What follows belongs to an exercise in optimizing a design on an open flow for a short achievable clock period and few clock cycles; a production flow would make more cautious choices.
In this exercise RTL edits were held to simulation tests only and were not proved equivalent to the original.
No activity file was given, so power comes from the tool's default toggle rates.

## flow/design.v (module list and top-level ports; edited modules follow where they fit)
// module CPU: 1082 lines
// module CPU_nxt: 303 lines
// module CPU_spc: 27 lines
// module CPU_act: 162 lines
// module CPU_nxp: 99 lines
// module CPU_seq: 180 lines
module CPU
  ( input             clk
  , input             rst
  , output     [15:0] addr
  , input      [ 7:0] data_in
  , output     [ 7:0] data_out
  , output            rd_enable
  , output            wr_enable
  , input      [7:0]  int_pending
  , output     [7:0]  int_clear
  );
  // ...
==> flow/flow/run.sh <==
#!/bin/bash
# Standard ORFS layout through the standard.sh (its synthesis script,
# the design's constraints), with a tighter setup target for the timing
# repair steps (SETUP_SLACK_MARGIN=8) so that the layout is optimised well
# beyond the 10 ns clock. Make's output goes to flow_make.log; ORFS writes
# each tool's log under orfs/logs/.
set -euo pipefail
bash standard.sh SETUP_SLACK_MARGIN=8 finish > flow_make.log 2>&1
==> flow/standard.sh <==
#!/bin/bash
# synth_recipe.tcl (not shown) runs the flow's synth.tcl, then flattens the netlist and writes it again
# the make line also repeats each setting of config.mk as NAME=value (left out here)
make -C /OpenROAD-flow-scripts/flow DESIGN_CONFIG=/design/flow/config.mk WORK_HOME=/design/flow/orfs CLKGATE_MAP_FILE= SYNTH_SCRIPT=/design/flow/synth_recipe.tcl "${@:-finish}"
==> flow/config.mk <==
export PLATFORM = sky130hd
export DESIGN_NAME = CPU
export DESIGN_NICKNAME = CPU
export VERILOG_FILES = /design/flow/design.v
export SDC_FILE = /design/flow/constraint.sdc
export NUM_CORES = 8
export LEC_CHECK = 0
export CAP_MARGIN = 20
export CORE_MARGIN = 2
export CORE_UTILIZATION = 35
export SLEW_MARGIN = 20
export SYNTH_HIERARCHICAL = 1
==> flow/constraint.sdc <==
create_clock -name core_clock -period 10.0 [get_ports {clk}]
set_input_delay 2.0000 -clock core_clock [delete_from_list [all_inputs] [get_ports {clk}]]
set_output_delay 2.0000 -clock core_clock [all_outputs]
set_load 0.01 [all_outputs]
==> notes.md, run 1 <==
PortBufs: 48
worst-margin pin slew: 1.043 ns
TritonCTS clock tree: built
setup_tns: 0 ns
combined area of the multi-input logic cells: 40550 sq um
slack of the critical path: 6.189 ns
GR Overflow Total: 0
vias per cell: 6.662
Power Total: 0.02781 W
Power Dens Cells: 345.0 nW/um^2
CP Max Fanout: 4
status: finished clean
row cnt: 143
WS Path Type: reg2reg
Critical Path End Type: register
Max Slew Vio Count: 0
Worst Setup SP: sp[0]
Worst Setup Start Kind: register
Starting Density: 35.34%
first-pass GRT wire length: 429700 um
Final min period: 3.811 ns
Reg clk slew, reported paths: 0.07 ns
wire length on met1: 112800 um
fin crit share: 38.11%
tapcells inserted: 2030
TritonRoute pass-1 iters: 8
Inverters: 202
RD Place Congestion: 1.023
met3 WL post-DR: 48270 um
Die Area: 157100 sq um
Testbench counts, summed over its fixed seeds: cycles 1,280,129.
==> module CPU, before the edit <==
module CPU
  ( input             clk
  , input             rst
  , output     [15:0] addr
  , input      [ 7:0] data_in
  , output     [ 7:0] data_out
  , output            rd_enable
  , output            wr_enable
  , input      [7:0]  int_pending
  , output     [7:0]  int_clear
  );
  localparam U_RD    = 0;     
  localparam U_WR    = 1;     
  localparam U_FB    = 2;     
  localparam U_PF    = 3;     
  localparam U_FNB   = 4;     
  localparam A_PC    = 5;
  localparam A_HL    = 6;
  localparam A_BC    = 7;
  localparam A_DE    = 8;
  localparam A_SP    = 9;
  localparam A_SPM1  = 10;
  localparam A_FFC   = 11;
  localparam A_FFZ   = 12;
  localparam A_WZ    = 13;
  localparam A_PC1   = 14;    
  localparam D_A     = 15;
  localparam D_B     = 16;
  localparam D_C     = 17;
  localparam D_D     = 18;
  localparam D_E     = 19;
  localparam D_H     = 20;
  localparam D_L     = 21;
  localparam D_F     = 22;
  localparam D_Z     = 23;
  localparam D_PCH   = 24;
  localparam D_PCL   = 25;
  localparam D_SPL   = 26;
  localparam D_SPH   = 27;
  localparam I_Z     = 28;
  localparam I_W     = 29;
  localparam I_A     = 30;
  localparam I_B     = 31;
  localparam I_C     = 32;
  localparam I_D     = 33;
  localparam I_E     = 34;
  localparam I_H     = 35;
  localparam I_L     = 36;
  localparam I_F     = 37;
  localparam I_SPL   = 38;
  localparam I_SPH   = 39;
  localparam I_ZINC  = 40;
  localparam I_ZDEC  = 41;
  localparam I_ZRES  = 42;
  localparam I_ZSET  = 43;
  localparam I_ZROT  = 44;
  localparam I_ZDAA  = 45;    
  localparam I_NB    = 46;    
  localparam P_INC   = 47;
  localparam P_DZ    = 48;
  localparam P_WZ    = 49;
  localparam P_RST   = 50;
  localparam P_INT   = 51;
  localparam P_JR    = 52;
  localparam P_HL1   = 53;
  localparam P_JRC   = 54;    
  localparam P_DZC   = 55;    
  localparam S_INC   = 56;
  localparam S_DEC   = 57;
  localparam S_INCC  = 58;    
  localparam H_INC   = 59;
  localparam H_DEC   = 60;
  localparam WZ_INC  = 61;
  localparam IME_SET = 62;
  localparam IME_CLR = 63;
  localparam U_TAIL  = 64;    
  localparam U_DISP0 = 65;
  localparam U_DISP1 = 66;
  localparam U_DISP2 = 67;
  localparam U_ACK   = 68;
  localparam U_WAIT  = 69;
  localparam U_HANG  = 70;
  localparam U_BOOT  = 71;
  localparam U_STEP  = 72;    
  localparam U_CBRD  = 73;    
  localparam U_BND   = 74;    
  localparam U_JPHL  = 75;    
  localparam P_HL0   = 76;    
  localparam U_DISPX = 77;    
  localparam U_FNBX  = 78;    
  localparam K_RST1  = 79;    
  localparam K_RET1  = 80;    
  localparam K_RETI1 = 81;    
  localparam K_RETC1 = 82;    
  localparam K_END   = 83;    
  localparam D_PCX   = 84;    
  localparam U_RPL   = 85;    
  localparam UW      = 86;
  reg [15:0] pc;       
  reg [15:0] sp;
  reg [15:0] spm1;     
  reg [7:0]  a, b, c, d, e, h, l;
  reg        zf, nf, hf, cf;
  reg        ime;
  reg [UW-1:0] u;      
  reg [UW-1:0] ur;     
  reg [7:0]  ir;       
  reg        cb;
  reg [2:0]  t;        
  reg [7:0]  nb;       
  reg        nbv;
  reg [7:0]  z, w;     
  reg        tc;       
  reg        irq_r;    
  reg [7:0]  opb;      
  reg [15:0] addr_r;
  reg [7:0]  dout_r;
  reg        rd_r, wr_r;
  reg [7:0]  iclr;
  assign addr      = addr_r;
  assign data_out  = dout_r;
  assign rd_enable = rd_r;
  assign wr_enable = wr_r;
  assign int_clear = iclr;
  wire [15:0] bc = {b, c};
  wire [15:0] de = {d, e};
  wire [15:0] hl = {h, l};
  wire [15:0] wz = {w, z};
  function [16:0] add16;         
    input [15:0] x;
    input [15:0] y;
    input        ci;
    reg   [15:0] g, p, gg, pp, gn, pn;
    integer i, k;
    begin
      g = x & y;
      p = x ^ y;
      gg = g;
      pp = p;
      gg[0] = g[0] | (p[0] & ci);
      for (k = 1; k < 16; k = k * 2) begin
        gn = gg;
        pn = pp;
        for (i = k; i < 16; i = i + 1) begin
          gn[i] = gg[i] | (pp[i] & gg[i-k]);
          pn[i] = pp[i] & pp[i-k];
        end
        gg = gn;
        pp = pn;
      end
      add16 = {gg[15], p ^ {gg[14:0], ci}};
    end
  endfunction
  function [9:0] add8;           
    input [7:0] x;
    input [7:0] y;
    input       ci;
    reg   [7:0] g, p, gg, pp, gn, pn;
    integer i, k;
    begin
      g = x & y;
      p = x ^ y;
      gg = g;
      pp = p;
      gg[0] = g[0] | (p[0] & ci);
      for (k = 1; k < 8; k = k * 2) begin
        gn = gg;
        pn = pp;
        for (i = k; i < 8; i = i + 1) begin
          gn[i] = gg[i] | (pp[i] & gg[i-k]);
          pn[i] = pp[i] & pp[i-k];
        end
        gg = gn;
        pp = pn;
      end
      add8 = {gg[7], gg[3], p ^ {gg[6:0], ci}};
    end
  endfunction
  function [15:0] inc16;
    input [15:0] x;
    integer i;
    begin
      for (i = 0; i < 16; i = i + 1)
        inc16[i] = x[i] ^ ((x & ((16'd1 << i) - 16'd1)) == ((16'd1 << i) - 16'd1));
    end
  endfunction
  function [15:0] dec16;
    input [15:0] x;
    integer i;
    begin
      for (i = 0; i < 16; i = i + 1)
        dec16[i] = x[i] ^ ((x & ((16'd1 << i) - 16'd1)) == 16'd0);
    end
  endfunction
  function [7:0] inc8;
    input [7:0] x;
    integer i;
    begin
      for (i = 0; i < 8; i = i + 1)
        inc8[i] = x[i] ^ ((x & ((8'd1 << i) - 8'd1)) == ((8'd1 << i) - 8'd1));
    end
  endfunction
  function [7:0] dec8;
    input [7:0] x;
    integer i;
    begin
      for (i = 0; i < 8; i = i + 1)
        dec8[i] = x[i] ^ ((x & ((8'd1 << i) - 8'd1)) == 8'd0);
    end
  endfunction
  function [UW-1:0] ucode;
    input [7:0] op;
    input       cbf;
    input [2:0] st;
    input       cnd;
    reg   [UW-1:0] m;
    reg   [2:0] y;
    reg   [2:0] zz;
    reg   [1:0] p;
    begin
      m  = {UW{1'b0}};
      y  = op[5:3];
      zz = op[2:0];
      p  = op[5:4];
      if (cbf) begin
        if (zz != 3'd6) m[U_BND] = 1'b1;
        else if (op[7:6] == 2'b01) begin
          if (st == 3'd0) begin m[U_RD] = 1; m[A_HL] = 1; m[I_Z] = 1; end
          else m[U_BND] = 1;
        end else begin
          case (st)
            3'd0: begin
              m[U_RD] = 1; m[A_HL] = 1;
              case (op[7:6])
                2'b00: m[I_ZROT] = 1;
                2'b10: m[I_ZRES] = 1;
                default: m[I_ZSET] = 1;
              endcase
            end
            3'd1: begin m[U_WR] = 1; m[A_HL] = 1; m[D_Z] = 1; end
            default: m[U_BND] = 1;
          endcase
        end
      end else begin
        casez (op)
          8'b00??0001: begin
            case (st)
              3'd0: begin
                m[U_RD] = 1; m[A_PC] = 1; m[P_INC] = 1;
                case (p)
                  2'd0: m[I_C] = 1;
                  2'd1: m[I_E] = 1;
                  2'd2: m[I_L] = 1;
                  default: m[I_SPL] = 1;
                endcase
              end
              3'd1: begin
                m[U_RD] = 1; m[A_PC] = 1; m[P_INC] = 1;
                case (p)
                  2'd0: m[I_B] = 1;
                  2'd1: m[I_D] = 1;
                  2'd2: m[I_H] = 1;
                  default: m[I_SPH] = 1;
                endcase
              end
              default: m[U_BND] = 1;
            endcase
          end
          8'b000?0010: begin
            if (st == 3'd0) begin
              m[U_WR] = 1; m[D_A] = 1;
              if (op[4]) m[A_DE] = 1; else m[A_BC] = 1;
            end else m[U_BND] = 1;
          end
          8'b001?0010: begin
            if (st == 3'd0) begin
              m[U_WR] = 1; m[D_A] = 1; m[A_HL] = 1;
              if (op[4]) m[H_DEC] = 1; else m[H_INC] = 1;
            end else m[U_BND] = 1;
          end
          8'b000?1010: begin
            if (st == 3'd0) begin
              m[U_RD] = 1; m[I_A] = 1;
              if (op[4]) m[A_DE] = 1; else m[A_BC] = 1;
            end else m[U_BND] = 1;
          end
          8'b001?1010: begin
            if (st == 3'd0) begin
              m[U_RD] = 1; m[I_A] = 1; m[A_HL] = 1;
              if (op[4]) m[H_DEC] = 1; else m[H_INC] = 1;
            end else m[U_BND] = 1;
          end
          8'b0011010?: begin
            case (st)
              3'd0: begin
                m[U_RD] = 1; m[A_HL] = 1;
                if (op[0]) m[I_ZDEC] = 1; else m[I_ZINC] = 1;
              end
              3'd1: begin m[U_WR] = 1; m[A_HL] = 1; m[D_Z] = 1; end
              default: m[U_BND] = 1;
            endcase
          end
          8'b00110110: begin
            case (st)
              3'd0: begin m[U_RD] = 1; m[A_PC] = 1; m[P_INC] = 1; m[I_Z] = 1; end
              3'd1: begin m[U_WR] = 1; m[A_HL] = 1; m[D_Z] = 1; end
              default: m[U_BND] = 1;
            endcase
          end
          8'b00???110: begin
            if (st == 3'd0) begin
              m[U_RD] = 1; m[A_PC] = 1; m[P_INC] = 1;
              case (y)
                3'd0: m[I_B] = 1;
                3'd1: m[I_C] = 1;
                3'd2: m[I_D] = 1;
                3'd3: m[I_E] = 1;
                3'd4: m[I_H] = 1;
                3'd5: m[I_L] = 1;
                default: m[I_A] = 1;
              endcase
            end else m[U_BND] = 1;
          end
          8'b00001000: begin
            case (st)
              3'd0: begin m[U_RD] = 1; m[A_PC] = 1; m[P_INC] = 1; m[I_Z] = 1; end
              3'd1: begin m[U_RD] = 1; m[A_PC] = 1; m[P_INC] = 1; m[I_W] = 1; end
              3'd2: begin m[U_WR] = 1; m[A_WZ] = 1; m[D_SPL] = 1; m[WZ_INC] = 1; end
              3'd3: begin m[U_WR] = 1; m[A_WZ] = 1; m[D_SPH] = 1; end
              default: m[U_BND] = 1;
            endcase
          end
          8'b00011000: begin
            case (st)
              3'd0: begin m[U_RD] = 1; m[A_PC] = 1; m[P_INC] = 1; m[I_Z] = 1; end
              3'd1: m[P_JR] = 1;
              default: m[U_BND] = 1;
            endcase
          end
          8'b001??000: begin
            case (st)
              3'd0: begin m[U_RD] = 1; m[A_PC] = 1; m[P_INC] = 1; m[I_Z] = 1; end
              3'd1: begin m[U_RD] = 1; m[A_PC] = 1; m[I_NB] = 1; m[P_JRC] = 1; end
              default: m[U_BND] = 1;
            endcase
          end
          8'b00100111: begin
            if (st == 3'd0) m[I_ZDAA] = 1;
            else m[U_BND] = 1;
          end
          8'b00000000, 8'b00???011, 8'b00??1001, 8'b00???10?, 8'b00???111: begin
            m[U_BND] = 1;
          end
          8'b01110110: begin
            m[U_WAIT] = 1;
          end
          8'b01110???: begin
            if (st == 3'd0) begin
              m[U_WR] = 1; m[A_HL] = 1;
              case (zz)
                3'd0: m[D_B] = 1;
                3'd1: m[D_C] = 1;
                3'd2: m[D_D] = 1;
                3'd3: m[D_E] = 1;
                3'd4: m[D_H] = 1;
                3'd5: m[D_L] = 1;
                default: m[D_A] = 1;
              endcase
            end else m[U_BND] = 1;
          end
          8'b01???110: begin
            if (st == 3'd0) begin
              m[U_RD] = 1; m[A_HL] = 1;
              case (y)
                3'd0: m[I_B] = 1;
                3'd1: m[I_C] = 1;
                3'd2: m[I_D] = 1;
                3'd3: m[I_E] = 1;
                3'd4: m[I_H] = 1;
                3'd5: m[I_L] = 1;
                default: m[I_A] = 1;
              endcase
            end else m[U_BND] = 1;
          end
          8'b01??????: m[U_BND] = 1;
          8'b10???110: begin
            if (st == 3'd0) begin m[U_RD] = 1; m[A_HL] = 1; m[I_Z] = 1; end
            else m[U_BND] = 1;
          end
          8'b10??????: m[U_BND] = 1;
          8'b110??000: begin
            case (st)
              3'd0: begin m[U_RD] = 1; m[A_SP] = 1; m[I_Z] = 1; m[S_INCC] = 1; end
              3'd1: begin
                if (cnd) begin m[U_RD] = 1; m[A_SP] = 1; m[S_INC] = 1; m[P_DZ] = 1; end
                else m[U_BND] = 1;
              end
              default: m[U_BND] = 1;
            endcase
          end
          8'b11??0001: begin
            case (st)
              3'd0: begin
                m[U_RD] = 1; m[A_SP] = 1; m[S_INC] = 1;
                case (p)
                  2'd0: m[I_C] = 1;
                  2'd1: m[I_E] = 1;
                  2'd2: m[I_L] = 1;
                  default: m[I_F] = 1;
                endcase
              end
              3'd1: begin
                m[U_RD] = 1; m[A_SP] = 1; m[S_INC] = 1;
                case (p)
                  2'd0: m[I_B] = 1;
                  2'd1: m[I_D] = 1;
                  2'd2: m[I_H] = 1;
                  default: m[I_A] = 1;
                endcase
              end
              default: m[U_BND] = 1;
            endcase
          end
          8'b110??010, 8'b11000011: begin
            case (st)
              3'd0: begin m[U_RD] = 1; m[A_PC] = 1; m[P_INC] = 1; m[I_Z] = 1; end
              3'd1: begin
                m[U_RD] = 1; m[A_PC] = 1;
                if (op[0]) m[P_DZ] = 1; else m[P_DZC] = 1;
              end
              default: m[U_BND] = 1;
            endcase
          end
          8'b110??100, 8'b11001101: begin
            case (st)
              3'd0: begin m[U_RD] = 1; m[A_PC] = 1; m[P_INC] = 1; m[I_Z] = 1; end
              3'd1: begin m[U_RD] = 1; m[A_PC] = 1; m[P_INC] = 1; m[I_W] = 1; end
              3'd2: begin
                if (cnd || op[0]) begin
                  m[U_WR] = 1; m[A_SPM1] = 1; m[D_PCH] = 1; m[S_DEC] = 1;
                end else m[U_BND] = 1;
              end
              3'd3: begin m[U_WR] = 1; m[A_SPM1] = 1; m[D_PCL] = 1; m[S_DEC] = 1; m[P_WZ] = 1; end
              default: m[U_BND] = 1;
            endcase
          end
          8'b11??0101: begin
            case (st)
              3'd0: begin
                m[U_WR] = 1; m[A_SPM1] = 1; m[S_DEC] = 1;
                case (p)
                  2'd0: m[D_B] = 1;
                  2'd1: m[D_D] = 1;
                  2'd2: m[D_H] = 1;
                  default: m[D_A] = 1;
                endcase
              end
              3'd1: begin
                m[U_WR] = 1; m[A_SPM1] = 1; m[S_DEC] = 1;
                case (p)
                  2'd0: m[D_C] = 1;
                  2'd1: m[D_E] = 1;
                  2'd2: m[D_L] = 1;
                  default: m[D_F] = 1;
                endcase
              end
              default: m[U_BND] = 1;
            endcase
          end
          8'b11???110, 8'b11101000, 8'b11111000: begin
            if (st == 3'd0) begin m[U_RD] = 1; m[A_PC] = 1; m[P_INC] = 1; m[I_Z] = 1; end
            else m[U_BND] = 1;
          end
          8'b11???111: begin
            case (st)
              3'd0: begin m[U_WR] = 1; m[A_SPM1] = 1; m[D_PCH] = 1; m[S_DEC] = 1; end
              3'd1: begin m[U_WR] = 1; m[A_SPM1] = 1; m[D_PCL] = 1; m[S_DEC] = 1; m[P_RST] = 1; end
              default: m[U_BND] = 1;
            endcase
          end
          8'b110?1001: begin
            case (st)
              3'd0: begin m[U_RD] = 1; m[A_SP] = 1; m[S_INC] = 1; m[I_Z] = 1; end
              3'd1: begin
                m[U_RD] = 1; m[A_SP] = 1; m[S_INC] = 1; m[P_DZ] = 1;
                if (op[4]) m[IME_SET] = 1;
              end
              default: m[U_BND] = 1;
            endcase
          end
          8'b11001011: begin
            m[U_RD] = 1; m[A_PC] = 1; m[P_INC] = 1; m[U_CBRD] = 1;
          end
          8'b111?0000: begin
            case (st)
              3'd0: begin m[U_RD] = 1; m[A_PC] = 1; m[P_INC] = 1; m[I_Z] = 1; end
              3'd1: begin
                m[A_FFZ] = 1;
                if (op[4]) begin m[U_RD] = 1; m[I_A] = 1; end
                else begin m[U_WR] = 1; m[D_A] = 1; end
              end
              default: m[U_BND] = 1;
            endcase
          end
          8'b111?0010: begin
            if (st == 3'd0) begin
              m[A_FFC] = 1;
              if (op[4]) begin m[U_RD] = 1; m[I_A] = 1; end
              else begin m[U_WR] = 1; m[D_A] = 1; end
            end else m[U_BND] = 1;
          end
          8'b111?1001: m[U_BND] = 1;
          8'b1111?011: m[U_BND] = 1;
          8'b111?1010: begin
            case (st)
              3'd0: begin m[U_RD] = 1; m[A_PC] = 1; m[P_INC] = 1; m[I_Z] = 1; end
              3'd1: begin m[U_RD] = 1; m[A_PC] = 1; m[P_INC] = 1; m[I_W] = 1; end
              3'd2: begin
                m[A_WZ] = 1;
                if (op[4]) begin m[U_RD] = 1; m[I_A] = 1; end
                else begin m[U_WR] = 1; m[D_A] = 1; end
              end
              default: m[U_BND] = 1;
            endcase
          end
          default: m[U_HANG] = 1;
        endcase
      end
      if (!m[U_BND] && !m[U_WAIT] && !m[U_HANG] && !m[U_CBRD]) m[U_STEP] = 1'b1;
      if (m[U_BND] && !cbf && op == 8'he9) m[U_JPHL] = 1'b1;
      ucode = m;
    end
  endfunction
  localparam X_SUB = 0, X_CINC = 1, X_CINNC = 2, X_CIN1 = 3, X_DEC = 4;
  localparam C_ADD = 5, C_AND = 6, C_XOR = 7, C_OR = 8, C_IDU = 9, C_ROT = 10,
             C_RES = 11, C_SET = 12, C_CPL = 13, C_MOV = 14;
  localparam W_A = 15;
  localparam F_ALU = 22, F_INCDEC = 23, F_ROTA = 24, F_CBROT = 25, F_BIT = 26, F_DAA = 27,
             F_CPL = 28, F_SCF = 29, F_CCF = 30, F_ADDHL = 31, F_ADDSP = 32, F_HLID = 33,
             F_CBHL = 34;
  localparam Q_INC16 = 35, Q_DEC16 = 36, Q_BC = 37, Q_DE = 38, Q_HL = 39, Q_SP = 40,
             Q_ADDHL = 41, Q_ADDSP = 42, Q_LDHLSP = 43, Q_LDSPHL = 44;
  localparam T_A = 45;
  localparam TQ_A = 52;
  localparam B_A = 59;
  localparam TW = 66;
  function [2:0] ridx;
    input [2:0] r;
    begin
      case (r)
        3'd0: ridx = 3'd1;
        3'd1: ridx = 3'd2;
        3'd2: ridx = 3'd3;
        3'd3: ridx = 3'd4;
        3'd4: ridx = 3'd5;
        3'd5: ridx = 3'd6;
        default: ridx = 3'd0;
      endcase
    end
  endfunction
  function [TW-1:0] tdec;
    input [7:0] op;
    input       cbf;
    reg   [TW-1:0] m;
    reg   [2:0] y;
    reg   [2:0] zz;
    reg   [1:0] p;
    begin
      m  = {TW{1'b0}};
      y  = op[5:3];
      zz = op[2:0];
      p  = op[5:4];
      if (cbf) begin
        if (zz != 3'd6) begin
          m[B_A + ridx(zz)] = 1'b1;
          if (op[7:6] != 2'b01) m[W_A + ridx(zz)] = 1'b1;
          case (op[7:6])
            2'b00: begin m[C_ROT] = 1; m[F_CBROT] = 1; end
            2'b01: m[F_BIT] = 1;
            2'b10: m[C_RES] = 1;
            default: m[C_SET] = 1;
          endcase
        end else begin
          case (op[7:6])
            2'b00: m[F_CBHL] = 1;
            2'b01: m[F_BIT] = 1;
            default: ;
          endcase
        end
      end else begin
        casez (op)
          8'b10??????, 8'b11???110: begin
            if (op[7:6] == 2'b10 && zz != 3'd6) m[B_A + ridx(zz)] = 1'b1;
            case (y)
              3'd0: begin m[C_ADD] = 1; end
              3'd1: begin m[C_ADD] = 1; m[X_CINC] = 1; end
              3'd2: begin m[C_ADD] = 1; m[X_SUB] = 1; m[X_CIN1] = 1; end
              3'd3: begin m[C_ADD] = 1; m[X_SUB] = 1; m[X_CINNC] = 1; end
              3'd4: m[C_AND] = 1;
              3'd5: m[C_XOR] = 1;
              3'd6: m[C_OR] = 1;
              default: begin m[C_ADD] = 1; m[X_SUB] = 1; m[X_CIN1] = 1; end
            endcase
            if (y != 3'd7) m[W_A] = 1;
            m[F_ALU] = 1;
          end
          8'b0011010?: begin
            m[F_HLID] = 1;
          end
          8'b00???10?: begin
            m[B_A + ridx(y)] = 1'b1;
            m[W_A + ridx(y)] = 1'b1;
            m[C_IDU] = 1; m[F_INCDEC] = 1;
            if (op[0]) m[X_DEC] = 1;
          end
          8'b000??111: begin
            m[B_A] = 1; m[W_A] = 1; m[C_ROT] = 1; m[F_ROTA] = 1;
          end
          8'b00100111: begin m[W_A] = 1; m[C_ADD] = 1; m[F_DAA] = 1; end
          8'b00101111: begin m[W_A] = 1; m[C_CPL] = 1; m[F_CPL] = 1; end
          8'b00110111: m[F_SCF] = 1;
          8'b00111111: m[F_CCF] = 1;
          8'b00??0011, 8'b00??1011: begin
            if (op[3]) m[Q_DEC16] = 1; else m[Q_INC16] = 1;
            case (p)
              2'd0: m[Q_BC] = 1;
              2'd1: m[Q_DE] = 1;
              2'd2: m[Q_HL] = 1;
              default: m[Q_SP] = 1;
            endcase
          end
          8'b00??1001: begin
            m[Q_ADDHL] = 1; m[F_ADDHL] = 1;
            case (p)
              2'd0: m[Q_BC] = 1;
              2'd1: m[Q_DE] = 1;
              2'd2: m[Q_HL] = 1;
              default: m[Q_SP] = 1;
            endcase
          end
          8'b01110110: ;
          8'b01??????: begin
            if (zz != 3'd6 && y != 3'd6) begin
              m[B_A + ridx(zz)] = 1'b1;
              m[W_A + ridx(y)] = 1'b1;
              m[C_MOV] = 1;
            end
          end
          8'b11101000: begin m[Q_ADDSP] = 1; m[F_ADDSP] = 1; end
          8'b11111000: begin m[Q_LDHLSP] = 1; m[F_ADDSP] = 1; end
          8'b11111001: m[Q_LDSPHL] = 1;
          default: ;
        endcase
      end
      if (m[Q_INC16] || m[Q_DEC16]) begin
        if (m[Q_BC]) begin m[TQ_A + 1] = 1; m[TQ_A + 2] = 1; end
        if (m[Q_DE]) begin m[TQ_A + 3] = 1; m[TQ_A + 4] = 1; end
        if (m[Q_HL]) begin m[TQ_A + 5] = 1; m[TQ_A + 6] = 1; end
      end
      if (m[Q_ADDHL] || m[Q_LDHLSP]) begin m[TQ_A + 5] = 1; m[TQ_A + 6] = 1; end
      m[T_A + 6:T_A] = m[W_A + 6:W_A] | m[TQ_A + 6:TQ_A];
      tdec = m;
    end
  endfunction
  reg [TW-1:0] td;      
  wire [UW-1:0] ue   = u;                   
  wire          tail = ue[U_TAIL];
  wire          g_pf = ue[U_PF];
  wire          g_fnb = ue[U_FNB];
  wire          pfx  = g_pf | g_fnb;
  reg  [6:0]    cl_ir, cl_nb;
  wire          ei_ir = cl_ir[5];
  wire          di_ir = cl_ir[6];
  wire          ei_nb = cl_nb[5];
  wire          di_nb = cl_nb[6];
  wire          ei_x  = g_fnb ? ei_nb : ei_ir;
  wire          di_x  = g_fnb ? di_nb : di_ir;
  wire          disp_ir = irq_r & (ei_ir | (ime & !di_ir));
  wire          disp_nb = irq_r & (ei_nb | (ime & !di_nb));
  reg  [UW-1:0] nx0_ir, nx0_nb;
  wire [UW-1:0] fa_ir, fa_nb;
  wire [TW-1:0] td_ir, td_nb;
  CPU_act act_i (.x({cb, ir}),   .fa(fa_ir), .cl(), .td(td_ir));
  CPU_act act_n (.x({1'b0, nb}), .fa(fa_nb), .cl(), .td(td_nb));
  function [UW-1:0] nxd;
    input [UW-1:0] m0;
    input          dsp;
    reg   [UW-1:0] m;
    begin
      m = m0;
      if (dsp && (m0[U_FB] || m0[U_FNB])) begin
        m = {UW{1'b0}};
        m[U_DISP0] = 1'b1; m[U_TAIL] = 1'b1;
        if (m0[A_HL]) m[P_HL0] = 1'b1;
      end
      nxd = m;
    end
  endfunction
  wire [UW-1:0] nx_ir = nxd(nx0_ir, disp_ir);
  wire [UW-1:0] nx_nb = nxd(nx0_nb, disp_nb);
  wire [TW-1:0] dtd = g_fnb ? td_nb : td_ir;
  wire opnd = g_fnb ? cl_nb[2] : cl_ir[2];   
  wire cbp  = g_fnb ? cl_nb[1] : cl_ir[1];   
  wire          cbsel = pfx & cbp;
  wire [UW-1:0] nx0_d;
  wire [6:0]    cl_d;
  CPU_nxp nxp_d (.x({cbsel, data_in}), .m0(nx0_d), .cl(cl_d));
  reg  [UW-1:0] sq0, sq1;
  wire [UW-1:0] sq0_n, sq1_n;
  wire [7:0]    xop = g_fnb ? nb : ir;
  wire          xcb = g_fnb ? 1'b0 : cb;
  wire [UW-1:0] sqm;     
  CPU_seq seq (.s(pfx ? {xcb, (opnd ? 3'd1 : 3'd0), xop} : {cb, t + 3'd1, ir}),
               .uc_s0(sq0_n), .uc_s1(sq1_n), .dmask(sqm));
  wire [7:0] rhs_x  = opb;    
  wire       cin    = td[X_CIN1] | (td[X_CINC] & cf) | (td[X_CINNC] & !cf);
  wire [9:0] sum_x0 = add8(a, rhs_x, 1'b0);
  wire [9:0] sum_x1 = add8(a, rhs_x, 1'b1);
  wire [9:0] sum_x  = cin ? sum_x1 : sum_x0;
  wire [7:0] sum    = sum_x[7:0];
  wire       sum_h  = sum_x[8] ^ td[X_SUB];
  wire       sum_c  = sum_x[9] ^ td[X_SUB];
  wire [7:0] add_p  = a ^ rhs_x;
  wire [7:0] add_k  = a | rhs_x;
  wire       z_add0 = &(add_p ~^ {add_k[6:0], 1'b0});
  wire       z_add1 = &(add_p ~^ {add_k[6:0], 1'b1});
  wire       z_add  = cin ? z_add1 : z_add0;
  wire [7:0] idu_r = td[X_DEC] ? dec8(opb) : inc8(opb);
  wire       z_idu = td[X_DEC] ? (opb == 8'h01) : (opb == 8'hff);
  wire       h_idu = td[X_DEC] ? (opb[3:0] == 4'h0) : (opb[3:0] == 4'hf);
  wire [7:0] src_r = opb;
  wire [2:0] rop = cb ? ir[5:3] : {1'b0, ir[4:3]};
  reg  [7:0] rot_r;
  reg        rot_c;
  always @* begin
    case (rop)
      3'd0: begin rot_r = {src_r[6:0], src_r[7]}; rot_c = src_r[7]; end
      3'd1: begin rot_r = {src_r[0], src_r[7:1]}; rot_c = src_r[0]; end
      3'd2: begin rot_r = {src_r[6:0], cf};       rot_c = src_r[7]; end
      3'd3: begin rot_r = {cf, src_r[7:1]};       rot_c = src_r[0]; end
      3'd4: begin rot_r = {src_r[6:0], 1'b0};     rot_c = src_r[7]; end
      3'd5: begin rot_r = {src_r[7], src_r[7:1]}; rot_c = src_r[0]; end
      3'd6: begin rot_r = {src_r[3:0], src_r[7:4]}; rot_c = 1'b0; end
      default: begin rot_r = {1'b0, src_r[7:1]};  rot_c = src_r[0]; end
    endcase
  end
  wire [7:0] bmask = 8'd1 << ir[5:3];
  wire       bit_z = (src_r & bmask) == 8'h00;
  wire [7:0] res8 = ({8{td[C_ADD]}} & sum)
                  | ({8{td[C_AND]}} & (a & opb))
                  | ({8{td[C_XOR]}} & (a ^ opb))
                  | ({8{td[C_OR]}}  & (a | opb))
                  | ({8{td[C_IDU]}} & idu_r)
                  | ({8{td[C_ROT]}} & rot_r)
                  | ({8{td[C_RES]}} & (src_r & ~bmask))
                  | ({8{td[C_SET]}} & (src_r | bmask))
                  | ({8{td[C_CPL]}} & ~a)
                  | ({8{td[C_MOV]}} & src_r);
  wire       res_z = (td[C_ADD] & z_add)
                   | (td[C_AND] & ((a & opb) == 8'h00))
                   | (td[C_XOR] & (a == opb))
                   | (td[C_OR]  & ((a | opb) == 8'h00))
                   | (td[C_IDU] & z_idu)
                   | (td[C_ROT] & (rot_r == 8'h00));
  wire       z_z   = z == 8'h00;
  reg [7:0] daa_k;
  reg       daa_c;
  always @* begin
    daa_k = 8'h00;
    daa_c = cf;
    if (nf) begin
      if (cf && hf)  daa_k = 8'h9a;
      else if (cf)   daa_k = 8'ha0;
      else if (hf)   daa_k = 8'hfa;
    end else begin
      if (cf || a > 8'h99) begin
        daa_c = 1'b1;
        if (hf || a[3:0] > 4'h9) daa_k = 8'h66;
        else                     daa_k = 8'h60;
      end else if (hf || a[3:0] > 4'h9) begin
        daa_k = 8'h06;
      end
    end
  end
  wire [15:0] q_rr = ({16{td[Q_BC]}} & bc) | ({16{td[Q_DE]}} & de)
                   | ({16{td[Q_HL]}} & hl) | ({16{td[Q_SP]}} & sp);
  wire [15:0] q_id    = td[Q_DEC16] ? dec16(q_rr) : inc16(q_rr);
  wire [16:0] q_addhl = add16(hl, q_rr, 1'b0);
  wire [16:0] q_addlo = add16({4'd0, hl[11:0]}, {4'd0, q_rr[11:0]}, 1'b0);
  wire        q_h12   = q_addlo[12];
  wire [15:0] sext_z  = {{8{z[7]}}, z};
  wire [16:0] q_spe_x = add16(sp, sext_z, 1'b0);
  wire [15:0] q_spe   = q_spe_x[15:0];
  wire [9:0]  q_spe_l = add8(sp[7:0], z, 1'b0);
  wire [15:0] q16     = td[Q_ADDHL] ? q_addhl[15:0] : (td[Q_LDHLSP] ? q_spe : q_id);
  function cc;
    input [1:0] sel;
    input       fz, fc;
    begin
      case (sel)
        2'd0: cc = !fz;
        2'd1: cc = fz;
        2'd2: cc = !fc;
        default: cc = fc;
      endcase
    end
  endfunction
  wire cond  = cc(ir[4:3], zf, cf);          
  reg ime_n;
  always @* begin
    ime_n = ime;
    if (pfx && ei_x) ime_n = 1'b1;
    if (pfx && di_x) ime_n = 1'b0;
    if (ue[IME_SET]) ime_n = 1'b1;
    if (ue[IME_CLR]) ime_n = 1'b0;
    if (ue[U_DISP0]) ime_n = 1'b0;
  end
  wire disp_n = ime_n & irq_r;
  reg [7:0] ip_r;
  reg [7:0] vec;
  reg [7:0] vbit;
  always @* begin
    vec  = pc[7:0];
    vbit = 8'h00;
    if (ip_r[0])      begin vec = 8'h40; vbit = 8'h01; end
    else if (ip_r[1]) begin vec = 8'h48; vbit = 8'h02; end
    else if (ip_r[2]) begin vec = 8'h50; vbit = 8'h04; end
    else if (ip_r[3]) begin vec = 8'h58; vbit = 8'h08; end
    else if (ip_r[4]) begin vec = 8'h60; vbit = 8'h10; end
  end
  wire [15:0] pc1   = inc16(pc);
  wire [15:0] pc2x  = inc16({1'b0, pc[15:1]});
  wire [15:0] pc2   = {pc2x[14:0], pc[0]};     
  wire [15:0] hl1   = inc16(hl);
  wire [15:0] hlm1  = dec16(hl);
  wire [15:0] sp1   = inc16(sp);
  wire [15:0] spm2  = dec16(spm1);
  wire [15:0] spd   = dec16(sp);
  wire [15:0] pcx_t  = g_pf ? pc1 : pc2;
  wire [9:0]  pjr_l  = add8(pcx_t[7:0], data_in, 1'b0);
  reg  [7:0]  pjr;
  reg         pjr_c, pjr_s;
  wire [7:0]  pch_p  = inc8(pc[15:8]);
  wire [7:0]  pch_m  = dec8(pc[15:8]);
  wire [15:0] pc_jr  = {pjr_s ? (pjr_c ? pc[15:8] : pch_m) : (pjr_c ? pch_p : pc[15:8]), pjr};
  wire [15:0] wz1   = inc16(wz);
  wire [UW-1:0] act = ue | ({UW{g_pf}} & fa_ir) | ({UW{g_fnb}} & fa_nb);
  wire jump = ue[P_DZ] | ue[P_WZ] | ue[P_RST] | ue[P_INT] | ue[P_JR] | ue[P_HL1] | ue[P_HL0]
            | (ue[P_JRC] & cond) | (ue[P_DZC] & cond);
  reg [15:0] pc_s;
  always @* begin
    pc_s = pc;
    if (ue[P_INC])      pc_s = pc1;
    if (ue[P_DZC])      pc_s = cond ? {data_in, z} : pc1;
    if (ue[P_DZ])       pc_s = {data_in, z};
    if (ue[P_WZ])       pc_s = wz;
    if (ue[P_RST])      pc_s = {10'd0, ir[5:3], 3'b000};
    if (ue[P_INT])      pc_s = {8'h00, vec};
    if (ue[P_JR])       pc_s = pc_jr;
    if (ue[P_JRC] && cond) pc_s = pc_jr;
    if (ue[P_HL1])      pc_s = hl1;
    if (ue[P_HL0])      pc_s = hl;
  end
  wire [15:0] pc_n = g_pf ? (opnd ? pc1 : pc) : g_fnb ? (opnd ? pc2 : pc1) : pc_s;
  wire nb_ld = (pfx & !opnd) | ue[I_NB];
  wire nb_wr = wr_r & nbv & (addr_r == pc);   
  wire nbv_n = !(jump | ue[U_DISP0] | nb_wr) & (nb_ld | (nbv & !ue[U_FNB] & !ue[U_FNBX]));
  reg [15:0] sp_n, spm1_n;
  reg [15:0] sp_b;      
  always @* begin
    sp_n = sp;
    spm1_n = spd;
    if (ue[S_INC] || (ue[S_INCC] && cond)) begin sp_n = sp1; spm1_n = sp; end
    if (ue[S_DEC])  begin sp_n = spm1; spm1_n = spm2; end
    if (tail && td[Q_SP] && td[Q_INC16]) begin sp_n = sp1; spm1_n = sp; end
    if (tail && td[Q_SP] && td[Q_DEC16]) begin sp_n = spm1; spm1_n = spm2; end
    if (tail && td[Q_LDSPHL]) begin sp_n = hl; spm1_n = hlm1; end
    sp_b = sp_n;
    if (tail && td[Q_ADDSP])  sp_n = q_spe;    
    if (act[I_SPL]) sp_n = {sp_n[15:8], data_in};
    if (act[I_SPH]) sp_n = {data_in, sp[7:0]};
  end
  wire fb_ok  = ue[U_FB];
  wire fb_sp  = fb_ok & !(tail & td[Q_ADDSP]);
  wire fb_hl  = fb_ok & !(tail & (td[TQ_A+5] | td[TQ_A+6])) & !(ime & irq_r);
  wire nx_fnb = (g_pf & nx_ir[U_FNB]) | (g_fnb & nx_nb[U_FNB]);
  wire nx_sp  = nx_fnb & !(g_fnb ? cl_nb[3] : cl_ir[3]);
  wire nx_hl  = nx_fnb & !(g_fnb ? cl_nb[4] : cl_ir[4])
              & !(tail & (td[TQ_A+5] | td[TQ_A+6]));
  wire s_rst, s_ret, s_retc, s_jphl, s_halt;
  wire o_fb, o_nf, o_rst, o_ret, o_jp, o_hlt, o_nx, ovr, nfr_jp;
  CPU_spc spc
    ( .d(data_in), .fb_ok(fb_ok), .fb_sp(fb_sp), .fb_hl(fb_hl)
    , .nx_fnb(nx_fnb), .nx_sp(nx_sp), .nx_hl(nx_hl)
    , .s_rst(s_rst), .s_ret(s_ret), .s_retc(s_retc), .s_jphl(s_jphl), .s_halt(s_halt)
    , .o_fb(o_fb), .o_nf(o_nf), .o_rst(o_rst), .o_ret(o_ret), .o_jp(o_jp), .o_hlt(o_hlt)
    , .o_nx(o_nx), .ovr(ovr), .nfr_jp(nfr_jp)
    );
  reg  [3:0] nbs;       
  wire       nbs_ok = nbv & !ue[I_NB];
  wire       td_sp  = (td[Q_SP] & (td[Q_INC16] | td[Q_DEC16])) | td[Q_LDSPHL] | td[Q_ADDSP];
  wire       td_hl  = td[T_A+5] | td[T_A+6] | ue[I_H] | ue[I_L] | ue[H_INC] | ue[H_DEC];
  wire [3:0] nsx    = nbs & {4{nbs_ok}} & {!td_sp, !td_sp, !td_hl, 1'b1};
  reg [UW-1:0] uset, uclr;
  always @* begin
    uset = {UW{1'b0}};
    uclr = {UW{1'b0}};
    uclr[U_RD] = ovr; uclr[U_PF] = ovr; uclr[U_FNB] = ovr;
    uclr[A_PC] = ovr; uclr[A_PC1] = ovr;
    uset[U_WR] = o_rst; uset[A_SPM1] = o_rst; uset[D_PCX] = o_rst; uset[S_DEC] = o_rst;
    uset[K_RST1] = o_rst;
    uset[U_RD] = o_ret | o_jp; uset[A_SP] = o_ret; uset[I_Z] = o_ret;
    uset[S_INC] = o_ret & !s_retc; uset[S_INCC] = o_ret & s_retc;
    uset[K_RET1] = o_ret & !s_retc & !data_in[4];
    uset[K_RETI1] = o_ret & !s_retc & data_in[4];
    uset[K_RETC1] = o_ret & s_retc;
    uset[U_FB] = o_jp; uset[A_HL] = o_jp; uset[P_HL1] = o_jp; uset[U_TAIL] = nfr_jp;
    uset[U_WAIT] = o_hlt;
    uset[U_FNBX] = o_nx; uset[P_INC] = o_nx;
  end
  wire [UW-1:0] u_n;
  wire [7:0]    z_n, opb_n;
  wire          tc_n;
  wire [15:0]   addr_n;
  wire [7:0]    dout_n;
  wire          rd_n, wr_n, hz;
  CPU_nxt nxt
    ( .u(u), .ur(ur), .nx_ir(nx_ir), .nx_nb(nx_nb), .sq0(sq0), .sq1(sq1), .sqm(sqm), .cond(cond)
    , .irq(irq_r), .disp(disp_n), .nbv_n(nbv_n)
    , .tw(td[T_A+6:T_A]), .tq(td[TQ_A+6:TQ_A]), .bsel_ir(td_ir[B_A+6:B_A]), .bsel_nb(td_nb[B_A+6:B_A])
    , .pc_n(pc_s), .pc(pc), .pc1(pc1), .pc2(pc2), .hl(hl), .bc(bc), .de(de), .sp_n(sp_b), .spm1_n(spm1_n)
    , .wza(u[U_RPL] ? wz : (u[WZ_INC] ? wz1 : {data_in, z})), .ffz(u[U_RPL] ? z : data_in)
    , .a(a), .b(b), .c(c), .d(d), .e(e), .h(h), .l(l), .f({zf, nf, hf, cf, 4'h0})
    , .sp(sp)
    , .din(data_in), .z(z), .opb(opb), .res8(res8), .daa_k(daa_k), .wz1lo(wz1[7:0])
    , .rop(ir[5:3]), .cf(cf)
    , .s_z(act[I_Z]), .s_zinc(ue[I_ZINC]), .s_zdec(ue[I_ZDEC]), .s_zres(ue[I_ZRES])
    , .s_zset(ue[I_ZSET]), .s_zrot(ue[I_ZROT]), .s_zdaa(ue[I_ZDAA]), .s_wzinc(ue[WZ_INC])
    , .tail(tail), .wsel(td[W_A+6:W_A])
    , .q16(q16), .nsx(nsx), .nbret(nb[4]), .o_fb(o_fb), .o_nf(o_nf), .o_rst(o_rst), .o_ret(o_ret), .o_jp(o_jp), .o_hlt(o_hlt)
    , .u_n(u_n), .addr_n(addr_n), .dout_n(dout_n), .rd_n(rd_n), .wr_n(wr_n), .hz(hz)
    , .osub(pfx ? dtd[X_SUB] : td[X_SUB])
    , .z_n(z_n), .tc_n(tc_n), .opb_n(opb_n)
    );
  always @(posedge clk) begin
    addr_r <= addr_n;
    dout_r <= dout_n;
    opb    <= opb_n;
    if (nb_ld) nb <= data_in;
    if (nb_ld) nbs <= {s_rst, s_ret, s_jphl, s_halt};
    if (pfx) begin pjr <= pjr_l[7:0]; pjr_c <= pjr_l[9]; pjr_s <= data_in[7]; end
    if (nb_ld) begin
      cl_nb <= cl_d; nx0_nb <= nx0_d;
    end
    if (ue[U_FB] || cbsel) begin
      cl_ir <= cl_d; nx0_ir <= nx0_d;
    end else if (g_fnb) begin
      cl_ir <= cl_nb; nx0_ir <= nx0_nb;
    end
    if (!u[U_RPL]) begin sq0 <= sq0_n; sq1 <= sq1_n; end
    ur <= (u_n & ~uclr) | uset;
    if (rst) begin
      pc <= 16'h0000; sp <= 16'h0000; spm1 <= 16'hffff;
      a <= 8'h00; b <= 8'h00; c <= 8'h00; d <= 8'h00;
      e <= 8'h00; h <= 8'h00; l <= 8'h00;
      zf <= 1'b0; nf <= 1'b0; hf <= 1'b0; cf <= 1'b0;
      ime <= 1'b0;
      u <= {UW{1'b0}};
      u[U_BOOT] <= 1'b1;
      irq_r <= 1'b0;
      ip_r <= 8'h00;
      nbv <= 1'b0;
      ir <= 8'h00; cb <= 1'b0; t <= 3'd0;
      td <= {TW{1'b0}};
      iclr <= 8'h00;
      rd_r <= 1'b0; wr_r <= 1'b0;
    end else begin
      if (hz) begin
        u <= {UW{1'b0}}; u[U_RPL] <= 1'b1;
      end else
        u <= (u_n & ~uclr) | uset;
      ime   <= ime_n;
      nbv   <= nbv_n;
      irq_r <= |(int_pending & ~iclr & ~(u[U_DISP2] ? vbit : 8'h00));
      ip_r  <= int_pending;
      iclr  <= u[U_DISP2] ? vbit : 8'h00;
      rd_r  <= rd_n;
      wr_r  <= wr_n;
      if (ue[U_FB]) begin
        ir <= data_in; cb <= 1'b0; t <= 3'd0;
      end else if (ue[U_FNBX]) begin
        ir <= nb; cb <= 1'b0; cl_ir <= cl_nb;
        td <= {TW{1'b0}};
      end else if (pfx) begin
        if (cbp) begin
          ir <= data_in; cb <= 1'b1; t <= 3'd0;
        end else begin
          if (ue[U_FNB]) begin ir <= nb; cb <= 1'b0; end
          t <= opnd ? 3'd1 : 3'd0;
        end
        td <= dtd;
      end else if (ue[U_DISP0]) begin
        ir <= 8'h00; cb <= 1'b0; t <= 3'd0;
        td <= {TW{1'b0}};
      end else if (ue[U_STEP]) begin
        t <= t + 3'd1;
      end
      pc   <= pc_n;
      sp   <= sp_n;
      spm1 <= spm1_n;
      z    <= z_n;
      if (ue[I_ZROT]) tc <= tc_n;
      if (ue[I_ZDAA]) tc <= daa_c;
      if (act[I_W])   w <= data_in;
      if (ue[WZ_INC]) w <= wz1[15:8];
      if (act[I_A]) a <= data_in;
      else if (tail && td[W_A]) a <= res8;
      if (act[I_B]) b <= data_in;
      else if (tail && td[W_A+1]) b <= res8;
      else if (tail && td[Q_BC] && (td[Q_INC16] || td[Q_DEC16])) b <= q_id[15:8];
      if (act[I_C]) c <= data_in;
      else if (tail && td[W_A+2]) c <= res8;
      else if (tail && td[Q_BC] && (td[Q_INC16] || td[Q_DEC16])) c <= q_id[7:0];
      if (act[I_D]) d <= data_in;
      else if (tail && td[W_A+3]) d <= res8;
      else if (tail && td[Q_DE] && (td[Q_INC16] || td[Q_DEC16])) d <= q_id[15:8];
      if (act[I_E]) e <= data_in;
      else if (tail && td[W_A+4]) e <= res8;
      else if (tail && td[Q_DE] && (td[Q_INC16] || td[Q_DEC16])) e <= q_id[7:0];
      if (act[I_H]) h <= data_in;
      else if (ue[H_INC]) h <= hl1[15:8];
      else if (ue[H_DEC]) h <= hlm1[15:8];
      else if (tail && td[W_A+5]) h <= res8;
      else if (tail && td[Q_HL] && (td[Q_INC16] || td[Q_DEC16])) h <= q_id[15:8];
      else if (tail && td[Q_ADDHL]) h <= q_addhl[15:8];
      else if (tail && td[Q_LDHLSP]) h <= q_spe[15:8];
      if (act[I_L]) l <= data_in;
      else if (ue[H_INC]) l <= hl1[7:0];
      else if (ue[H_DEC]) l <= hlm1[7:0];
      else if (tail && td[W_A+6]) l <= res8;
      else if (tail && td[Q_HL] && (td[Q_INC16] || td[Q_DEC16])) l <= q_id[7:0];
      else if (tail && td[Q_ADDHL]) l <= q_addhl[7:0];
      else if (tail && td[Q_LDHLSP]) l <= q_spe[7:0];
      if (act[I_F]) begin
        zf <= data_in[7]; nf <= data_in[6]; hf <= data_in[5]; cf <= data_in[4];
      end else if (tail) begin
        if (td[F_ALU]) begin
          zf <= res_z; nf <= td[X_SUB];
          hf <= td[C_ADD] ? sum_h : td[C_AND];
          cf <= td[C_ADD] & sum_c;
        end
        if (td[F_INCDEC]) begin
          zf <= res_z; nf <= td[X_DEC]; hf <= h_idu;
        end
        if (td[F_ROTA]) begin
          zf <= 1'b0; nf <= 1'b0; hf <= 1'b0; cf <= rot_c;
        end
        if (td[F_CBROT]) begin
          zf <= res_z; nf <= 1'b0; hf <= 1'b0; cf <= rot_c;
        end
        if (td[F_BIT]) begin
          zf <= bit_z; nf <= 1'b0; hf <= 1'b1;
        end
        if (td[F_DAA]) begin
          zf <= res_z; hf <= 1'b0; cf <= tc;
        end
        if (td[F_CPL]) begin nf <= 1'b1; hf <= 1'b1; end
        if (td[F_SCF]) begin nf <= 1'b0; hf <= 1'b0; cf <= 1'b1; end
        if (td[F_CCF]) begin nf <= 1'b0; hf <= 1'b0; cf <= !cf; end
        if (td[F_ADDHL]) begin nf <= 1'b0; hf <= q_h12; cf <= q_addhl[16]; end
        if (td[F_ADDSP]) begin zf <= 1'b0; nf <= 1'b0; hf <= q_spe_l[8]; cf <= q_spe_l[9]; end
        if (td[F_HLID]) begin
          zf <= z_z; nf <= ir[0];
          hf <= ir[0] ? (z[3:0] == 4'hf) : (z[3:0] == 4'h0);
        end
        if (td[F_CBHL]) begin
          zf <= z_z; nf <= 1'b0; hf <= 1'b0; cf <= tc;
        end
      end
    end
  end
endmodule
==> inputs of run 2 (changes only) <==
--- a/flow/design.v
+++ b/flow/design.v
@@ -931,22 +931,32 @@
     , .pc_n(pc_s), .pc(pc), .pc1(pc1), .pc2(pc2), .hl(hl), .bc(bc), .de(de), .sp_n(sp_b), .spm1_n(spm1_n)
     , .wza(u[U_RPL] ? wz : (u[WZ_INC] ? wz1 : {data_in, z})), .ffz(u[U_RPL] ? z : data_in)
     , .a(a), .b(b), .c(c), .d(d), .e(e), .h(h), .l(l), .f({zf, nf, hf, cf, 4'h0})
     , .sp(sp)
     , .din(data_in), .z(z), .opb(opb), .res8(res8), .daa_k(daa_k), .wz1lo(wz1[7:0])
     , .rop(ir[5:3]), .cf(cf)
     , .s_z(act[I_Z]), .s_zinc(ue[I_ZINC]), .s_zdec(ue[I_ZDEC]), .s_zres(ue[I_ZRES])
     , .s_zset(ue[I_ZSET]), .s_zrot(ue[I_ZROT]), .s_zdaa(ue[I_ZDAA]), .s_wzinc(ue[WZ_INC])
-    , .tail(tail), .wsel(td[W_A+6:W_A])
+    , .tail(tail), .wsel(wqr), .tqt(qwr)
     , .q16(q16), .nsx(nsx), .nbret(nb[4]), .o_fb(o_fb), .o_nf(o_nf), .o_rst(o_rst), .o_ret(o_ret), .o_jp(o_jp), .o_hlt(o_hlt)
     , .u_n(u_n), .addr_n(addr_n), .dout_n(dout_n), .rd_n(rd_n), .wr_n(wr_n), .hz(hz)
     , .osub(pfx ? dtd[X_SUB] : td[X_SUB])
     , .z_n(z_n), .tc_n(tc_n), .opb_n(opb_n)
     );
+  wire [UW-1:0] u_nx = hz ? {{(UW-U_RPL-1){1'b0}}, 1'b1, {U_RPL{1'b0}}} : ((u_n & ~uclr) | uset);
+  reg  [TW-1:0] td_n;
+  always @* begin
+    td_n = td;
+    if (ue[U_FB]) td_n = td;
+    else if (ue[U_FNBX]) td_n = {TW{1'b0}};
+    else if (pfx) td_n = dtd;
+    else if (ue[U_DISP0]) td_n = {TW{1'b0}};
+  end
+  reg  [6:0]    wqr, qwr;    
   always @(posedge clk) begin
     addr_r <= addr_n;
     dout_r <= dout_n;
     opb    <= opb_n;
     if (nb_ld) nb <= data_in;
     if (nb_ld) nbs <= {s_rst, s_ret, s_jphl, s_halt};
     if (pfx) begin pjr <= pjr_l[7:0]; pjr_c <= pjr_l[9]; pjr_s <= data_in[7]; end
     if (nb_ld) begin
@@ -967,23 +977,23 @@
       ime <= 1'b0;
       u <= {UW{1'b0}};
       u[U_BOOT] <= 1'b1;
       irq_r <= 1'b0;
       ip_r <= 8'h00;
       nbv <= 1'b0;
       ir <= 8'h00; cb <= 1'b0; t <= 3'd0;
       td <= {TW{1'b0}};
+      wqr <= 7'd0; qwr <= 7'd0;
       iclr <= 8'h00;
       rd_r <= 1'b0; wr_r <= 1'b0;
     end else begin
-      if (hz) begin
-        u <= {UW{1'b0}}; u[U_RPL] <= 1'b1;
-      end else
-        u <= (u_n & ~uclr) | uset;
+      u     <= u_nx;
+      wqr   <= td_n[W_A+6:W_A] & {7{u_nx[U_TAIL]}};
+      qwr   <= td_n[TQ_A+6:TQ_A] & {7{u_nx[U_TAIL]}};
       ime   <= ime_n;
       nbv   <= nbv_n;
       irq_r <= |(int_pending & ~iclr & ~(u[U_DISP2] ? vbit : 8'h00));
       ip_r  <= int_pending;
       iclr  <= u[U_DISP2] ? vbit : 8'h00;
       rd_r  <= rd_n;
       wr_r  <= wr_n;
       if (ue[U_FB]) begin
@@ -1092,17 +1102,18 @@
   , input  [7:0]  ffz
   , input  [7:0]  a, b, c, d, e, h, l, f
   , input  [15:0] sp
   , input  [7:0]  din, z, opb, res8, daa_k, wz1lo
   , input  [2:0]  rop
   , input         cf
   , input         s_z, s_zinc, s_zdec, s_zres, s_zset, s_zrot, s_zdaa, s_wzinc
   , input         tail
-  , input  [6:0]  wsel
+  , input  [6:0]  wsel       
+  , input  [6:0]  tqt        
   , input         o_fb, o_nf, o_rst, o_ret, o_jp, o_hlt   
   , input  [15:0] q16        
   , input  [3:0]  nsx        
   , input         nbret      
   , output [85:0] u_n
   , output [15:0] addr_n
   , output [7:0]  dout_n
   , output        rd_n, wr_n, hz
@@ -1270,17 +1281,17 @@
             | (nx_nb[A_DE]  & (tq[3] | tq[4]))
             | (nx_nb[A_FFC] &  tq[2])
             | (nx_nb[D_B]   &  tq[1])
             | (nx_nb[D_C]   &  tq[2])
             | (nx_nb[D_D]   &  tq[3])
             | (nx_nb[D_E]   &  tq[4])
             | (nx_nb[D_H]   &  tq[5])
             | (nx_nb[D_L]   &  tq[6]));
-  wire [6:0] wq = wsel & {7{tail}};
+  wire [6:0] wq = wsel;
   wire [7:0] ka = wq[0] ? res8 : a;
   wire [7:0] kb = wq[1] ? res8 : b;
   wire [7:0] kc = wq[2] ? res8 : c;
   wire [7:0] kd = wq[3] ? res8 : d;
   wire [7:0] ke = wq[4] ? res8 : e;
   wire [7:0] kh = wq[5] ? res8 : h;
   wire [7:0] kl = wq[6] ? res8 : l;
   wire [15:0] pcx   = g_pf ? pc1 : pc2;
@@ -1362,21 +1373,21 @@
                  | ({8{s_zinc}} & inc8(din))
                  | ({8{s_zdec}} & dec8(din))
                  | ({8{s_zres}} & (din & ~bmask))
                  | ({8{s_zset}} & (din | bmask))
                  | ({8{s_zrot}} & zrot)
                  | ({8{s_zdaa}} & daa_k)
                  | ({8{s_wzinc}} & wz1lo)
                  | ({8{!(ue[I_Z] | s_zinc | s_zdec | s_zres | s_zset | s_zrot | s_zdaa | s_wzinc)}} & z);
-  wire [6:0] wt = wsel & {7{tail}};
+  wire [6:0] wt = wsel;
   wire [6:0] bs = (bsel_ir & {7{g_pf | ue[U_RPL]}}) | (bsel_nb & {7{g_fnb}});
   wire       s_rsel = |bs;
   wire       s_fwd  = |(bs & wt);      
-  wire [6:0] qt     = tq & {7{tail}};
+  wire [6:0] qt     = tqt;
   wire       s_q    = |(bs & qt);      
   wire       s_qh   = |(bs & qt & 7'b0101010);    
   wire s_ohold = !(s_rsel | s_z | s_zdaa);
   wire [7:0] rsel = ({8{bs[0]}} & a) | ({8{bs[1]}} & b) | ({8{bs[2]}} & c)
                   | ({8{bs[3]}} & d) | ({8{bs[4]}} & e) | ({8{bs[5]}} & h)
                   | ({8{bs[6]}} & l);
   wire [7:0] opb_v = (s_q ? (s_qh ? q16[15:8] : q16[7:0]) : (s_fwd ? res8 : rsel))
                    | ({8{s_z & !s_rsel}}    & din)
==> flow/config.mk (replaced) <==
export PLATFORM = sky130hd
export DESIGN_NAME = CPU
export DESIGN_NICKNAME = CPU
export VERILOG_FILES = /design/flow/design.v
export SDC_FILE = /design/flow/constraint.sdc
export NUM_CORES = 8
export LEC_CHECK = 0
export CAP_MARGIN = 20
export CORE_MARGIN = 2
export CORE_UTILIZATION = 40
export SLEW_MARGIN = 20
export SYNTH_HIERARCHICAL = 1
==> run 2 against run 1 <==
Still clean. Clock skew increased by 0.016 ns. Power increased by 1.5%. Register-to-register slack got worse by 0.26 ns. Non-clock buffer count decreased by 51. Clock-buffer cell count decreased by 1. Core utilization increased by 6.8 points. Hold slack got worse by 0.0066 ns. Combinational power about the same. Largest power group unchanged. Highest routed layer unchanged.
==> notes.md, run 2 <==
vias per cell: 6.990 (was 6.662)
switching portion of total power: 48.09% (was 47.91%)
root buffer cell: clkbuf_16 (unchanged)
Clk pwr share: 12.7% (was 12.3%)
Worst Setup Start Kind: register (unchanged)
status: finished clean (unchanged)
I/O Pins: 52 (unchanged)
die height: 370.8 um (was 396.3 um)
Reg2Reg Depth: 15 (was 17)
fin crit share: 40.70% (was 38.11%)
initial drt markers: 11370 (was 10340)
Yosys warning count: 8 (unchanged)
nets@finish: 7191 (was 7292)
Critical Path End Type: register (unchanged)
final setup violation count: 0 (unchanged)
row cnt: 134 (was 143)
PortBufs: 48 (unchanged)
Reg2Reg Capture Point: opb[7] (was addr_r[13])
Final Hold Viols: 0 (unchanged)
Die W: 370.8 um (was 396.3 um)
Worst Setup SP: z[1] (was sp[0])
fin util: 59.69% (was 52.87%)
Starting Density: 40.32% (was 35.34%)
most frequent cells in the layout: 544 x buf_4, 438 x nand2_1, 395 x nor2_1 (was 611 x buf_4, 477 x nand2_1, 410 x nor2_1)
instance count on the critical path: 15 (was 17)
Mapped Avg Cell Area: 8.534 sq um (was 8.457 sq um)
critical path arrival: 4.74 ns (was 4.47 ns)
Peak supply drop: 0.2293 mV (was 0.2550 mV)
Setup crit end: opb[7] (was addr_r[13])
Die Area: 137500 sq um (was 157100 sq um)
RD Place Congestion: 1.062 (was 1.023)
WP data required: 10.67 ns (was 10.65 ns)
Seq pwr share: 19.7% (about the same)
setup_tns: 0 ns (unchanged)
r2r setup slk: 5.93 ns (was 6.19 ns)
Clk Latency, worst-skew pair: 0.77 ns (was 0.78 ns)
fill count: 10710 (was 13070)
Area Overhead vs Synth: 48.06% (was 49.61%)
Reg clk slew, reported paths: 0.06 ns (was 0.07 ns)
most common cell after layout, fill and taps aside: buf_4 (unchanged)
FF-to-FF Start: z[1] (was sp[0])
slack of the critical path: 5.930 ns (was 6.189 ns)
layer with the highest usage: met2 (unchanged)
DR WL/cell: 36.21 um (was 34.65 um)
Residual DRC: 0 (unchanged)
GR Overflow Total: 0 (unchanged)
Power Dens Cells: 354.4 nW/um^2 (was 345.0 nW/um^2)
TritonRoute pass-1 iters: 15 (was 8)
WS Path Type: reg2reg (unchanged)
Gate power share: 67.6% (was 68.0%)
Placed Instances: 7709 (was 8066)
vias in the first global route: 55900 (was 56440)
Post-Syn Area: 53810 sq um (was 53870 sq um)
first-pass GRT wire length: 426100 um (was 429700 um)
CP max stage delay: 0.58 ns (was 0.47 ns)
Internal Power: 0.01466 W (was 0.01448 W)
CP Max Fanout: 3 (was 4)
WP buf/inv: 1 (was 5)
initial antenna violation count: 22 (was 27)
Detailed Place HPWL: 179500 um (was 186000 um)
synthesized instance count: 6305 (was 6370)
P_sw: 0.01358 W (was 0.01332 W)
Final min period: 4.070 ns (was 3.811 ns)
met3 Usage GRT: 16.69% (was 13.65%)
via count: 62370 (was 61790)
fin cells: 8923 (was 9275)
cell family with most CP delay: compound AO/OA/AOI/OAI gates (was simple AND/OR/NAND/NOR gates)
CP most frequent cell: a211oi_4
largest net degree at the start of global routing: 77 (was 58)
fmax: 0.2457 GHz (was 0.2624 GHz)
RSZ-0062 raised after global routing: yes (unchanged)
post-route ant nets: 0 (unchanged)
P_leak: 30.49 nW (was 31.01 nW)
H-tree depth: 3 (unchanged)
Max Cap Violations: 0 (unchanged)
CP max-delay cell: edfxtp_1 (was or3_4)
total CTS buffers: 90 (was 85)
worst hold path type: reg2reg (unchanged)
worst-margin pin slew: 1.254 ns (was 1.043 ns)
all-layer global routing usage: 43.12% (was 37.83%)
CP Cell Sequence: buf_6 -> ha_4 -> a211oi_4 -> o21bai_4 -> o31a_1 -> a221o_1 -> a41oi_2 -> mux2i_2 -> nor3_1 -> a21oi_1 -> o21ai_1 -> mux2_4 -> a211oi_4 -> mux2i_1 -> o21a_1 (was inv_4 -> ha_4 -> or3b_4 -> nor4b_4 -> o2111ai_4 -> or3_4 -> buf_4 -> buf_6 -> buf_6 -> nor3_2 -> nor2_1 -> a311oi_2 -> o22a_4 -> a222oi_1 -> buf_4 -> a211o_1 -> nand4_1)
Power Total: 0.02823 W (was 0.02781 W)
routed wire length: 323100 um (was 321300 um)
relative slew slack: 15.92% (was 29.74%)
pre-CTS setup slack: 4.763 ns (was 4.753 ns)
Worst Skew: 0.07444 ns (was 0.05841 ns)
clock tree buffer depth: 3 (unchanged)
TritonCTS clock tree: built (unchanged)
Max Slew Vio Count: 0 (unchanged)
met1 Use GR: 51.99% (was 46.88%)
M2 GR Usage: 61.32% (was 54.14%)
Core ar.: 133500 sq um (was 152400 sq um)
layout cell share with drive strength beyond 1: 40.95% (was 42.26%)
clock sinks: 750 (was 736)
## run 2: stage by stage
| stage | area, sq um | hold slack (ns) |
|---|---|---|
| 2_1_floorplan | 58130 | 0.4198 |
| 4_1_cts | 73960 | 0.4944 |
| 6_report | 79670 | 0.4977 |
| 5_1_grt | 79640 | 0.5189 |
| 3_5_place_dp | 56600 | 0.4849 |
| 3_3_place_gp | 56590 | 0.4639 |
## run 2: repair_timing
item,CTS,global route
pin swaps,367,372
gates resized for setup,1640,670
setup endpoints to repair,1029,852
buffers inserted,591,303
gates cloned,121,17
hold buffers,0,0
## run 2: power groups by stage
stage | Clock [W] | Sequential (W) | Combinational [W]
2_1_floorplan | 0 | 0.00498 | 0.00752
3_3_place_gp | 0 | 0.00552 | 0.0106
3_5_place_dp | 0 | 0.00554 | 0.0106
4_1_cts | 0.00356 | 0.00541 | 0.0158
5_1_grt | 0.00369 | 0.00557 | 0.0193
6_report | 0.00358 | 0.00558 | 0.0191
## run 2: layout make-up
type / instances / area (sq um) / area share (%)
clock buffer: 118 / 2572 / 3.229
antenna: 13 / 32.53 / 0.04083
timing repair buffer: 1177 / 14610 / 18.34
inverter: 176 / 850.8 / 1.068
sequential: 750 / 18980 / 23.83
clock inverter: 50 / 603.1 / 0.7570
multi-input combinational: 4870 / 39790 / 49.95
tap: 1768 / 2212 / 2.777
timing repair inverter: 1 / 8.758 / 0.01099
## run 2: how the worst min path moves through the flow
stage               startpoint   end  cells after the start
finish                    t[1]  t[1]                      2
global route              t[1]  t[1]                      2
CTS                       t[1]  t[1]                      2
detailed placement        t[1]  t[1]                      2
global placement          t[1]  t[1]                      2
floorplan                u[63]   ime                      1
## run 2: metal layers
metal	up-vias	wire length, um
met1	29760	110300
li1	24580	-
met5	-	234
met3	2085	49080
met2	5924	128400
met4	24	35090
## run 2: worst register-to-register path: stages, from the launching register on
cell and delay [ns]:
edfxtp_1 0.58, buf_6 0.21, ha_4 0.22, a211oi_4 0.24, o21bai_4 0.13, o31a_1 0.31, a221o_1 0.43, a41oi_2 0.18
mux2i_2 0.33, nor3_1 0.08, a21oi_1 0.16, o21ai_1 0.09, mux2_4 0.34, a211oi_4 0.25, mux2i_1 0.27, o21a_1 0.16
Testbench counts of run 2, summed over its fixed seeds: cycles 1,280,129.

## re-timing with driven ports
In the flow no input, the clock included, has a driving cell. The finished layouts below were timed again as built, in two steps.
Step 1 (the two cells are an assumption about what drives the block):
set clk [get_ports {clk}]
set_driving_cell -lib_cell sky130_fd_sc_hd__clkbuf_16 $clk
set_driving_cell -lib_cell sky130_fd_sc_hd__buf_2 [delete_from_list [all_inputs] $clk]
Step 2 adds t to the input delays and takes it off the output delays; t is the mean of the earliest and latest rising clock arrival at the registers after step 1. Input paths then give back, and output paths get back, about the clock's delay inside the block.
a / b / c = ideal / step 1 / step 2; a / b = the first two.
run	t (ns)	slack for setup (ns)	hold WS [ns]	worst setup path at the end
run 1	0.822	6.189 / 6.189 / 5.637	0.504 / 0.504 / 0.504	input to register
run 2	0.820	5.930 / 5.930 / 5.347	0.498 / 0.498 / 0.498	input to register
After both steps every run listed still meets setup and hold. The setup slack of run 2, which loses most, moves by 0.000 ns with the drivers and by -0.583 ns with both steps.
